What follows belongs to an exercise in optimizing a design on an open flow for small area and a short achievable clock period; a production flow would make more cautious choices. The RTL was checked by simulation tests, not by an equivalence proof against the original design.

==> flow/design.v <==
`timescale 1ns / 1ps
module Controller(Instruction, ALUOp, ALUSrc, MemRead, MemWrite, MemtoReg, RegWrite, PCSrc, ALUSrc2, ReadReg1, ReadReg2, WriteReg, SEInstruction, Shmt);
	input [31:0] Instruction;
	output reg ALUSrc, MemRead, MemWrite, MemtoReg, RegWrite, PCSrc, ALUSrc2;
	output reg [3:0] ALUOp;
	output reg [4:0] ReadReg1, ReadReg2, WriteReg;
	output reg [15:0] SEInstruction;
	output reg [31:0] Shmt;
	always @(Instruction) begin
		SEInstruction <= Instruction[15:0];
		Shmt <= {27'd0, Instruction[10:6]};
		MemRead <= 0;
		MemWrite <= 0;
		MemtoReg <= 0;
		PCSrc <= 0;
		ALUSrc <= 0;
		ALUSrc2 <= 0;
		ALUOp <= 0;
		RegWrite <= 1;
		ReadReg1 <= Instruction[25:21]; 
		WriteReg <= Instruction[15:11];
		ReadReg2 <= Instruction[20:16]; 
		case (Instruction[31:26])
			6'd0: begin
				case (Instruction[5:0])
					6'b100000: begin
						ALUOp <= 0;
					end
					6'b100010: begin
						ALUOp <= 1;
					end
					6'b100100: begin
						ALUOp <= 3;
					end
					6'b100101: begin
						ALUOp <= 4;
					end
					6'b101010: begin
						ALUOp <= 5;
					end
					6'd0: begin
						ReadReg1 <= Instruction[20:16];
						ALUOp <= 8;
						ALUSrc2 <= 1;
					end
					6'd2: begin
						ReadReg1 <= Instruction[20:16];
						ALUOp <= 9;
						ALUSrc2 <= 1;
					end
					6'd6: begin
						ReadReg1 <= Instruction[20:16];
						ReadReg2 <= Instruction[25:21];
						ALUOp <= 10;
					end
					default: begin
						ALUOp <= 0;
					end
				endcase
			end
			6'd28: begin
				case (Instruction[5:0])
					6'b100001: begin
						ALUOp <= 11;
					end
					6'b100000: begin
						ALUOp <= 12;
					end
					6'b00010: begin
						ALUOp <= 2;
					end
					default: begin
						ALUOp <= 11;
					end
				endcase
			end
			6'd8: begin
				WriteReg <= Instruction[20:16];
				ALUSrc <= 1;
				ALUOp <= 0;
				ALUSrc2 <= 0;
			end
			6'd13: begin
				WriteReg <= Instruction[20:16];
				ALUSrc <= 1;
				ALUOp <= 4;
			end
			6'd35: begin
				WriteReg <= Instruction[20:16];
				ALUOp <= 0;
				ALUSrc <= 1;
				MemRead <= 1;
				MemtoReg <= 1;
			end
			6'd43: begin
				RegWrite <= 0;
				ALUOp <= 0;
				MemWrite <= 1;
				MemtoReg <= 1;
				ALUSrc <= 1;
			end
			6'd5: begin
				RegWrite <= 0;
				PCSrc <= 1;
				ALUOp <= 6;
			end
			default: begin
				ALUOp <= 0;
			end
		endcase
	end
endmodule
`timescale 1ns / 1ps
module ProgramCounter(Address, PCResult, Reset, Clk);
	input [31:0] Address;
	input Reset, Clk;
	output reg [31:0] PCResult;
	always @(posedge Clk) begin
		if (Reset == 1)
			PCResult <= 32'h0;
		else
			PCResult <= Address;
	end
endmodule
`timescale 1ns / 1ps
module PCAdder(PCResult, PCAddResult);
    input [31:0] PCResult;
    output reg [31:0] PCAddResult;
    always @(PCResult) begin
        PCAddResult <= PCResult + 4;
    end
endmodule
`timescale 1ns / 1ps
module SignExtension(in, out);
    input [15:0] in;
    output reg [31:0] out;    
    always @(in) begin
        if (in[15])
            out <= {16'b1111111111111111, in};
        else
            out <= {16'b0, in};
    end
endmodule
`timescale 1ns / 1ps
module Mux32Bit2To1(out, inA, inB, sel);
    output reg [31:0] out;
    input [31:0] inA;
    input [31:0] inB;
    input sel;
    always @(inA, inB, sel) begin
        if (sel)
            out <= inA;
        else
            out <= inB;
    end
endmodule
`timescale 1ns / 1ps
module ALU32Bit(ALUControl, A, B, ALUResult, Zero);
	input [3:0] ALUControl;  
	input [31:0] A, B;	     
	output reg [31:0] ALUResult;	 
	output Zero;	     
	reg [31:0] X;
	reg [4:0] lkIdx;
	reg [5:0] lkVal;
	always @(*) begin
		case (lkIdx)
			5'd0: lkVal = 6'd0;
			5'd1: lkVal = 6'd31;
			5'd2: lkVal = 6'd9;
			5'd3: lkVal = 6'd30;
			5'd4: lkVal = 6'd3;
			5'd5: lkVal = 6'd8;
			5'd6: lkVal = 6'd13;
			5'd7: lkVal = 6'd29;
			5'd8: lkVal = 6'd2;
			5'd9: lkVal = 6'd5;
			5'd10: lkVal = 6'd7;
			5'd11: lkVal = 6'd21;
			5'd12: lkVal = 6'd12;
			5'd13: lkVal = 6'd24;
			5'd14: lkVal = 6'd28;
			5'd15: lkVal = 6'd19;
			5'd16: lkVal = 6'd1;
			5'd17: lkVal = 6'd10;
			5'd18: lkVal = 6'd4;
			5'd19: lkVal = 6'd14;
			5'd20: lkVal = 6'd6;
			5'd21: lkVal = 6'd22;
			5'd22: lkVal = 6'd25;
			5'd23: lkVal = 6'd20;
			5'd24: lkVal = 6'd11;
			5'd25: lkVal = 6'd15;
			5'd26: lkVal = 6'd23;
			5'd27: lkVal = 6'd26;
			5'd28: lkVal = 6'd16;
			5'd29: lkVal = 6'd27;
			5'd30: lkVal = 6'd17;
			5'd31: lkVal = 6'd18;
			default: lkVal = 6'd0;
		endcase
	end
	always @(*) begin
		X = 32'h0;
		lkIdx = 5'd0;
		case (ALUControl)
			0: begin
				ALUResult = A + B;
			end
			1: begin
				ALUResult = A - B;
			end
			2: begin
				ALUResult = (A * B); 
			end
			3: begin
				ALUResult = A & B;
			end
			4: begin
				ALUResult = A | B;
			end
			5: begin
				ALUResult = (A < B)? 32'h1 : 32'h0;  
			end
			6: begin
				ALUResult = (A == B);
			end
			7: begin
				ALUResult = (A != B);
			end
			8: begin
				ALUResult = (A << B);
			end
			9: begin
				ALUResult = (A >> B);
			end
			10: begin
				ALUResult = ((A >> B) | (A << (32-B)));
			end
			11: begin
			    X = ~A;
			    X = X | (X >> 1);
			    X = X | (X >> 2);
			    X = X | (X >> 4);
			    X = X | (X >> 8);
			    X = X | (X >> 16);
			    X = X + 1;
			    X = X * 32'h076BE629;
			    lkIdx = X[31:27];
			    if ( A == 32'hFFFFFFFF) begin
			        ALUResult = 32;
			    end
			    else begin
			        ALUResult = {26'd0, lkVal};
			    end
			end
			12: begin
			    X = A;
			    X = X | (X >> 1);
			    X = X | (X >> 2);
			    X = X | (X >> 4);
			    X = X | (X >> 8);
			    X = X | (X >> 16);
			    X = X + 1;
			    X = X * 32'h076BE629;
			    lkIdx = X[31:27];
			    if ( A == 0) begin
			        ALUResult = 32;
			    end
			    else begin
			        ALUResult = {26'd0, lkVal};
			    end
			end
			default: begin
				ALUResult = 32'h0;
			end
		endcase
	end
	assign Zero = (ALUResult == 0);
endmodule
`timescale 1ns / 1ps
module RegisterFile(ReadRegister1, ReadRegister2, WriteRegister, WriteData, RegWrite, Clk, ReadData1, ReadData2);
	input RegWrite, Clk;
	input [4:0] ReadRegister1, ReadRegister2, WriteRegister;
	input [31:0] WriteData;
	output reg [31:0] ReadData1, ReadData2;
	reg [31:0] regFile [1:31];
	always @(posedge Clk) begin
		if (RegWrite && WriteRegister != 5'd0) begin
			regFile[WriteRegister] <= WriteData;
		end
	end
	always @(*) begin
		ReadData1 = (ReadRegister1 == 5'd0) ? 32'h0 : regFile[ReadRegister1];
		ReadData2 = (ReadRegister2 == 5'd0) ? 32'h0 : regFile[ReadRegister2];
	end
endmodule
`timescale 1ns / 1ps
module Datapath(Clk, Reset, ALUOp, ALUSrc, MemRead, MemWrite, MemtoReg, RegWrite, PCSrc, ReadReg1, ReadReg2, WriteReg, SEInstruction, Shmt, ALUSrc2, InstrAddr, DataAddr, DataWData, DataRData, WriteData);
	input Clk, Reset, ALUSrc, MemWrite, MemRead, MemtoReg, RegWrite, PCSrc, ALUSrc2;
	input [3:0] ALUOp;
	input [4:0] ReadReg1, ReadReg2, WriteReg;
	input [15:0] SEInstruction;
	input [31:0] Shmt;
	input [31:0] DataRData;
	output [31:0] InstrAddr, DataAddr, DataWData, WriteData;
	wire [31:0] ReadData1, ReadData2, ALUResult, ReadDataDM, PCount, PCnt4;
	wire [31:0] ALUMux1, ALUMux2, PCMux, DMMux, SE, SESL2, SESL2Add;
	wire ALUZero, PCALUZero, PCALUZero2, PCSrcandALUZ;
	ALU32Bit alu(ALUOp, ReadData1, ALUMux2, ALUResult, ALUZero);
	RegisterFile regFile(ReadReg1, ReadReg2, WriteReg, DMMux, RegWrite, Clk, ReadData1, ReadData2);
	assign DataAddr = ALUResult;
	assign DataWData = ReadData2;
	assign ReadDataDM = MemRead ? DataRData : 32'h0;
	Mux32Bit2To1 dmux(DMMux, ReadDataDM, ALUResult, MemtoReg);
	ProgramCounter pc(PCMux, PCount, Reset, Clk);
	PCAdder pcadd(PCount, PCnt4);
	assign InstrAddr = PCount;
	SignExtension se(SEInstruction, SE);
	Mux32Bit2To1 muxalu(ALUMux1, SE, ReadData2, ALUSrc);
	Mux32Bit2To1 muxalu2(ALUMux2, Shmt, ALUMux1, ALUSrc2);  
	assign SESL2 = { SE[29:0] , 2'b00 };
	assign SESL2Add = PCnt4 + SESL2;
	assign PCSrcandALUZ = PCSrc & ALUZero;
	Mux32Bit2To1 pcmux(PCMux, SESL2Add, PCnt4, PCSrcandALUZ);
	assign WriteData = DMMux;
endmodule
`timescale 1ns / 1ps
module TopProcessor(Clk, Reset, InstrAddr, Instruction, DataAddr, DataWData, MemWrite, MemRead, DataRData, WriteData);
	input Clk, Reset;
	input [31:0] Instruction;
	input [31:0] DataRData;
	output [31:0] InstrAddr, DataAddr, DataWData;
	output MemWrite, MemRead;
	output [31:0] WriteData;
	wire [3:0] ALUOp;
	wire ALUSrc, ALUSrc2, MemtoReg, RegWrite, PCSrc;
	wire [4:0] ReadReg1, ReadReg2, WriteReg;
	wire [15:0] SEInstruction;
	wire [31:0] Shmt;
	Controller controller(Instruction, ALUOp, ALUSrc, MemRead, MemWrite, MemtoReg, RegWrite, PCSrc, ALUSrc2, ReadReg1, ReadReg2, WriteReg, SEInstruction, Shmt);
	Datapath datapath(Clk, Reset, ALUOp, ALUSrc, MemRead, MemWrite, MemtoReg, RegWrite, PCSrc, ReadReg1, ReadReg2, WriteReg, SEInstruction, Shmt, ALUSrc2, InstrAddr, DataAddr, DataWData, DataRData, WriteData);
endmodule
==> flow/run.sh <==
#!/bin/bash
# synth_recipe.tcl (not shown) runs the flow's synth.tcl, then flattens the netlist and writes it again
# the make line also repeats each setting of config.mk as NAME=value (left out here)
make -C /OpenROAD-flow-scripts/flow DESIGN_CONFIG=/design/flow/config.mk WORK_HOME=/design/flow/orfs CLKGATE_MAP_FILE= SYNTH_SCRIPT=/design/flow/synth_recipe.tcl finish
==> flow/config.mk <==
export PLATFORM = sky130hd
export DESIGN_NAME = TopProcessor
export DESIGN_NICKNAME = TopProcessor
export VERILOG_FILES = /design/flow/design.v
export SDC_FILE = /design/flow/constraint.sdc
export NUM_CORES = 4
export LEC_CHECK = 0
export CAP_MARGIN = 20
export CORE_MARGIN = 2
export CORE_UTILIZATION = 40
export SETUP_SLACK_MARGIN = 1.0
export SLEW_MARGIN = 20
==> flow/constraint.sdc <==
create_clock -name core_clock -period 24.0 [get_ports {Clk}]
set_input_delay 4.8000 -clock core_clock [delete_from_list [all_inputs] [get_ports {Clk}]]
set_output_delay 4.8000 -clock core_clock [all_outputs]
set_load 0.01 [all_outputs]
==> run notes <==
==> worst register-to-register path: cells and delay by family, from the launching register on <==
| kind | cells | cell delay, ns |
|---|---|---|
| and+or+nand+nor | 13 | 2.49 |
| muxes | 1 | 0.20 |
| AOI/OAI and AO/OA | 10 | 1.89 |
| adders and majority gates | 9 | 3.90 |
| DFF | 1 | 0.39 |
| buffers and inverters | 14 | 1.95 |
| xor gates and xnor gates | 3 | 0.60 |
==> kinds of logic (layout without fill, tap and decap cells) <==
group,after synthesis,count (layout),synth area share [%]
adders and majority gates,1377,1377,24.3
xor gates and xnor gates,238,238,2.23
other,2,21,0.00798
muxes,696,696,7.75
AOI/OAI and AO/OA,1556,1556,11.4
and+or+nand+nor,3097,3099,14.4
DFF,1022,1022,32.3
buffers and inverters,1825,2458,7.70
==> how the worst max path moves through the flow <==
stage / slack (ns) / to
3_3_place_gp: -0.79 / WriteData[1]
2_1_floorplan: 1.12 / WriteData[1]
5_1_grt: 0.83 / WriteData[1]
3_5_place_dp: -0.93 / WriteData[1]
6_report: 1.19 / WriteData[31]
4_1_cts: 0.98 / WriteData[1]
==> Yosys cell counts (all sizes together) (246+ instances only) <==
cell	count	area [µm²]
nor2	645	2430
a21oi	364	1830
o21ai	246	1240
buf	248	1330
nand2	1527	5730
edfxtp	992	29800
ha	626	7830
inv	1254	4710
mux2i	635	6380
clkbuf	310	1160
fa	751	15000
nand3	360	1810
==> metal layers <==
| metal | routed length (µm) | part of all wire (%) |
|---|---|---|
| met4 | 41500 | 9.0 |
| met3 | 50600 | 11 |
| met2 | 203000 | 44 |
| met5 | 117 | 0.025 |
| met1 | 168000 | 36 |
==> through the flow <==
step	std cells	hold slack (ns)
2_1_floorplan	9817	0.589
3_3_place_gp	13300	0.584
3_5_place_dp	13300	0.597
4_1_cts	13600	0.608
5_1_grt	13600	0.686
6_report	13600	0.608
==> what timing repair did <==
item,in CTS,in global routing
pin swaps,29,40
endpoints found under the setup margin,20,16
setup buffers,49,36
resized for setup,136,117
gates cloned,4,5
==> sequential cells by signal, summed over array words and instances, names as in the netlist <==
name	count
datapath.pc.PCResult	30
datapath.regFile.regFile	992
==> cell type report <==
type / instances / share of cell area [%]
Antenna cell: 15 / 0.0341
Clock buffer: 119 / 2.32
Clock inverter: 62 / 0.726
Inverter: 1267 / 4.33
Multi-Input combinational cell: 6972 / 53.0
Sequential cell: 1022 / 27.6
Tap cell: 3150 / 3.58
Timing Repair Buffer: 1010 / 8.42
==> run notes <==
status: timing/DRC/antenna clean
highest achievable clock rate: 43.8 MHz
multi-input gate area in the final layout: 58,300 µm²
area of the mapped netlist: 94,100 µm²
GRT Resource Usage Total: 37.9%
height of the die: 489 µm
H-tree levels: 3
Worst Path Max Fanout: 63
sequential cell area: 30,400 µm²
final critical-path setup slack: 1.19 ns
largest net degree at the start of global routing: 98
sequential area share after synthesis: 32.3%
clock latency at the later pin of the worst-skew pair: 0.74 ns
maximum clock skew at final layout: 0.0346 ns
endpoint of the worst hold-timing path: datapath.pc.PCResult[31]
largest buffer count on any clock path: 3
leading cell type in the layout, fill and taps excluded: sky130_fd_sc_hd__nand2_1
ratio of cells with drive above 1 in the final layout: 12.8%
Worst Setup Start Kind: input pin
met2 GRT Util: 58.6%
type of element capturing the critical path: output pin
Clock transition at path regs: 0.06 ns
GRT met1 Usage: 46.4%
Chip Width: 489 µm
capture instance of the worst register-to-register path: datapath.regFile.regFile[8][0]
type of the most critical hold path: reg -> reg
aggregate negative setup slack: 0 ns
Initial Utilization: 40.1%
total wire length: 463 mm
DP Wirelength: 336 mm
number of warnings issued by yosys: 7
number of vias in the routed layout: 84,600
TritonCTS clock tree: done
crit path DAT: 18.01 ns
met3 track demand over resource: 8.72%
hold violation count in the final report: 0
Distinct cells, synth: 113
Port Buffers: 193
CP Data Required Time: 19.20 ns
grt total ovfl: 0
GP Congestion: 1.01
Hold Startpoint: datapath.pc.PCResult[31]
worst-margin pin slew: 1.14 ns
minimum setup slack after placement: -0.932 ns
CTS root buf: sky130_fd_sc_hd__clkbuf_16
Max Cap Viol: 0
total core area: 235,000 µm²
Die ar.: 239,000 µm²
WL per Instance: 34.0 µm
commonest cells after routing, fill and taps aside: 1,513 x sky130_fd_sc_hd__nand2_1, 1,241 x sky130_fd_sc_hd__inv_1, 992 x sky130_fd_sc_hd__edfxtp_1
number of cells traversed by the worst register-to-register path: 50
unrepaired setup endpoints after global routing: true
category of cells accounting for the largest share of critical-path delay: adder cells
Post-DRT Antenna Nets: 0
Synth Instances: 9,813
first-pass detailed-route iteration total: 7
number of register bits inferred by synthesis: 1,022
Placement Cell Area: 104,000 µm²
stage delay of the slowest cell on the critical path: 0.63 ns
Buf+Inv Stages, Crit Path: 14
part of the cycle the worst path needs: 95.0%
clock period minus final worst setup slack: 22.81 ns
number of max-slew violations in the final report: 0
start of the worst register-to-register path: datapath.regFile.regFile[2][28]
share of flip-flops with an asynchronous set or reset: 0%
antenna violations before repair: 22
number of filler instances in the final layout: 22,000
number of enable flip-flop cells after synthesis: 992
area added between synthesis and finish: 16.9%
top-level port count: 196
final routed DRC violation total: 0
total non-filler cell area in the finished layout: 110,000 µm²
flop-to-flop setup slack: 12.29 ns
Finish-stage setup viols: 0
ys flop type: sky130_fd_sc_hd__edfxtp_1
clock buffers created by TritonCTS: 99
count of cells along the worst hold path: 3
CP max-delay cell: sky130_fd_sc_hd__clkdlybuf4s50_1
Most Frequent Cell on Critical Path: sky130_fd_sc_hd__fa_1
# hold bufs at CTS: 0
DR vias/cell: 6.21
Final nets: 11,800
placement row count: 178
layer carrying the most global-route usage: met2
cell depth of the worst setup path: 44
max-slew headroom at the worst pin: 23.5%
kind of critical path: in -> out
count of clock tree sinks: 1,022
Iter 0 DRT Violations: 11,100
Worst setup startpoint: Instruction[1]
first-pass GRT wire length: 640 mm
average cell area after synthesis: 9.59 µm²
post-route core utilization: 46.9%
vias in the first global route: 83,700

separate check: timing with driven ports:
In the flow no input, the clock included, has a driving cell. The finished layout below was timed again as built, in two steps.
Step 1, drivers: a clkbuf_16 drives Clk and a buf_2 each remaining input, both assumed.
Step 2, shift: input delay + t, output delay - t, t = (earliest + latest rising clock arrival at the registers) / 2. This alone moves slack from input paths to output paths.
Three values: ideal, step 1, step 2; two values: the first two.
t (ns): 0.799
setup WS [ns]: 1.192 / 1.143 / 1.143
worst setup path at the end: input to output
After both steps this run still meets setup and hold. For this run, drivers alone change the setup slack by -0.049 ns; drivers and shift together by -0.049 ns.
